This design comes from an exercise in tuning for small area, a short achievable clock period and few clock cycles per item on the open sky130 flow, not from production work. The RTL was checked by simulation tests, not by an equivalence proof against the original design. Power and IR drop assume default switching activity.

## spiral
module spiral #(
  parameter DATA_WIDTH = 8,
  parameter R_WIDTH  = 3,
  parameter C_WIDTH  = 3
)
(
  input  logic                  clk,
  input  logic                  rstn,
  input  logic [R_WIDTH-1:0]    row,  
  input  logic [C_WIDTH-1:0]    col,  
  input  logic [DATA_WIDTH-1:0] data_in,
  input  logic                  data_in_valid,
  output logic                  data_in_rdy,
  output logic [DATA_WIDTH-1:0] data_out,
  output logic                  data_out_valid,
  input  logic                  data_out_rdy
);
  localparam int N = 7;
  localparam logic [N-1:0] LO = 7'b0000001;    
  localparam logic [N-1:0] HI = 7'b1000000;    
  function automatic logic [N-1:0] rev(input logic [N-1:0] x);
    for (int k = 0; k < N; k++) rev[k] = x[N-1-k];
  endfunction
  function automatic logic [N-1:0] dec1(input logic [2:0] x);
    dec1 = '0;
    for (int k = 0; k < N; k++) if (x == 3'(k + 1)) dec1[k] = 1'b1;
  endfunction
  logic [DATA_WIDTH-1:0] mem [0:N-1][0:N-1];
  logic [N*N-1:0]        full;
  function automatic logic full_at(input logic [N-1:0] r, input logic [N-1:0] c,
                                   input logic [N*N-1:0] f);
    logic [N-1:0] hit;
    for (int i = 0; i < N; i++) hit[i] = r[i] && |(f[i*N +: N] & c);
    full_at = |hit;
  endfunction
  function automatic logic same(input logic [N-1:0] r0, input logic [N-1:0] c0,
                                input logic [N-1:0] r1, input logic [N-1:0] c1);
    same = |(r0 & r1) && |(c0 & c1);
  endfunction
  logic [N-1:0] wrow, wcol;
  logic         wo;
  logic         wfire, w_eor, w_eom, first_w;
  logic         up;             
  assign wfire   = data_in_valid && data_in_rdy;
  logic eor_q, lr_q;
  assign first_w = wo ? (wrow[N-1] && wcol[N-1]) : (wrow[0] && wcol[0]);
  assign w_eor   = first_w ? (col == 3'd1) : eor_q;
  assign w_eom   = w_eor && (first_w ? (row == 3'd1) : lr_q);
  logic [N-1:0] a_col, b_row, b_col, c_rc;
  ...
Size in the first run: roughly 1500 cells after synthesis, roughly 510 flip-flops, about 28 I/O pins.
Settings: LEC_CHECK=0, CAP_MARGIN=20, CORE_MARGIN=2, CORE_UTILIZATION=50, SETUP_SLACK_MARGIN=4.5, SLEW_MARGIN=20; clock period 7.0 ns.
run.sh (not shown) runs the stock make flow with config.mk's settings and CLKGATE_MAP_FILE= SYNTH_SCRIPT=/design/flow/synth_recipe.tcl, a recipe that flattens the netlist after the stock synthesis.
Testbench counts at the start, summed over its fixed seeds: cycles 9,515, items 8,134.
Change:
--- a/flow/design.v
+++ b/flow/design.v
@@ -33,21 +33,20 @@
     for (int i = 0; i < N; i++) hit[i] = r[i] && |(f[i*N +: N] & c);
     full_at = |hit;
   endfunction
   function automatic logic same(input logic [N-1:0] r0, input logic [N-1:0] c0,
                                 input logic [N-1:0] r1, input logic [N-1:0] c1);
     same = |(r0 & r1) && |(c0 & c1);
   endfunction
   logic [N-1:0] wrow, wcol;
   logic         wo;
   logic         wfire, w_eor, w_eom, first_w;
-  logic         up;             
   assign wfire   = data_in_valid && data_in_rdy;
   logic eor_q, lr_q;
   assign first_w = wo ? (wrow[N-1] && wcol[N-1]) : (wrow[0] && wcol[0]);
   assign w_eor   = first_w ? (col == 3'd1) : eor_q;
   assign w_eom   = w_eor && (first_w ? (row == 3'd1) : lr_q);
   logic [N-1:0] a_col, b_row, b_col, c_rc;
   assign a_col = wo ? (wcol >> 1) : (wcol << 1);
   assign b_row = wo ? (wrow >> 1) : (wrow << 1);
   logic a_eor, b_lr;        
   assign a_eor = |((wo ? rev(a_col) : a_col) & dec1(col));
@@ -86,54 +85,42 @@
   assign rc_cur = rfire && same(rrow, rcol, wrow, wcol);
   assign rc_a   = rfire && same(rrow, rcol, wrow, a_col);
   assign rc_b   = rfire && same(rrow, rcol, b_row, b_col);
   assign rc_c   = rfire && same(rrow, rcol, c_rc, c_rc);
   logic fcol_lo, fcol_hi;
   logic w_f_a, w_f_b, w_f_c, w_busy_n;
   assign w_f_a = full_at(wrow, a_col, full) && !rc_a;
   assign w_f_b = full_at(b_row, b_col, full) && !rc_b;
   assign w_f_c = (full_at(c_rc, c_rc, full) && !rc_c) || same(wrow, wcol, c_rc, c_rc);
   always_comb begin
-    if (!wfire)      w_busy_n = !data_in_rdy && up && !rc_cur;
+    if (!wfire)      w_busy_n = !data_in_rdy && !rc_cur;
     else if (!w_eor) w_busy_n = w_f_a;
     else if (!w_eom) w_busy_n = w_f_b;
     else             w_busy_n = w_f_c;
   end
-  logic [N-1:0] frow, fcol;
-  always_comb
-    for (int k = 0; k < N; k++) begin
-      frow[k] = 1'b0; fcol[k] = 1'b0;
-      for (int i = 0; i < N; i++) begin
-        frow[k] = frow[k] | (rrow[i] && full[i*N + k]);
-        fcol[k] = fcol[k] | (rcol[i] && full[k*N + i]);
-      end
-    end
   logic r_f_adv, r_f_s;
-  assign r_f_adv = (ndir[0] ? |(fcol & adv_row) : |(frow & adv_col)) ||
-                   (wfire && same(wrow, wcol, adv_row, adv_col));
+  assign r_f_adv = full_at(adv_row, adv_col, full) || (wfire && same(wrow, wcol, adv_row, adv_col));
   logic r_full_s;
   assign r_full_s = full_at(s_rc, s_rc, full);
   assign r_f_s    = r_full_s || (wfire && same(wrow, wcol, s_rc, s_rc));
   assign start_ok = r_f_s;
   assign rshape   = r_full_s ? qs[ro_s] : {row, col};
   always_ff @(posedge clk or negedge rstn) begin
     if (!rstn) begin
       wrow <= LO; wcol <= LO; wo <= 1'b0;
       eor_q <= 1'b0; lr_q <= 1'b0;
-      data_in_rdy <= 1'b0;
-      up <= 1'b0;
+      data_in_rdy <= 1'b1;
       ract <= 1'b0; ro <= 1'b0; rok <= 1'b0;
       data_out_valid <= 1'b0;
       full <= '0;
     end else begin
       data_in_rdy <= !w_busy_n;
-      up <= 1'b1;
       if (wfire) begin
         if (!w_eor) begin
           wcol <= a_col;
           eor_q <= a_eor;
           if (first_w) lr_q <= (row == 3'd1);
         end else if (!w_eom) begin
           wrow <= b_row; wcol <= b_col;
           eor_q <= (col == 3'd1);
           lr_q <= b_lr;
         end else begin
Die area fell slightly.
Sequential share of layout area fell by 0.72 points.
Final area rose slightly.
Sequential power fell by about a fifth.
Routed wire length fell by a few percent.
Fmax fell slightly.
Testbench counts after the change, summed over its fixed seeds: cycles 9,507, items 8,134.

[port drivers added, routing unchanged]
Ports are ideal in the flow. The routed layouts listed here were re-timed in OpenROAD.
Step 1 sets driving cells, clkbuf_16 on the clock port and buf_2 on the other inputs (assumed; they add their load-dependent delay and slew).
Step 2, shift: input delay + t, output delay - t, t = (earliest + latest rising clock arrival at the registers) / 2. This alone moves slack from input paths to output paths.
Slacks: ideal / step 1 / step 2; pairs: ideal / step 1.
run | shift t [ns] | slack for setup (ns) | worst data-port slew with drivers (ns)
the first run | 0.656 | 4.333 / 4.333 / 3.850 | 0.05
the second run | 0.657 | 4.301 / 4.267 / 3.820 | 0.04
After both steps setup and hold are still met in every run listed. The setup slack of the first run, which loses most, moves by 0.000 ns with the drivers and by -0.483 ns with both steps.
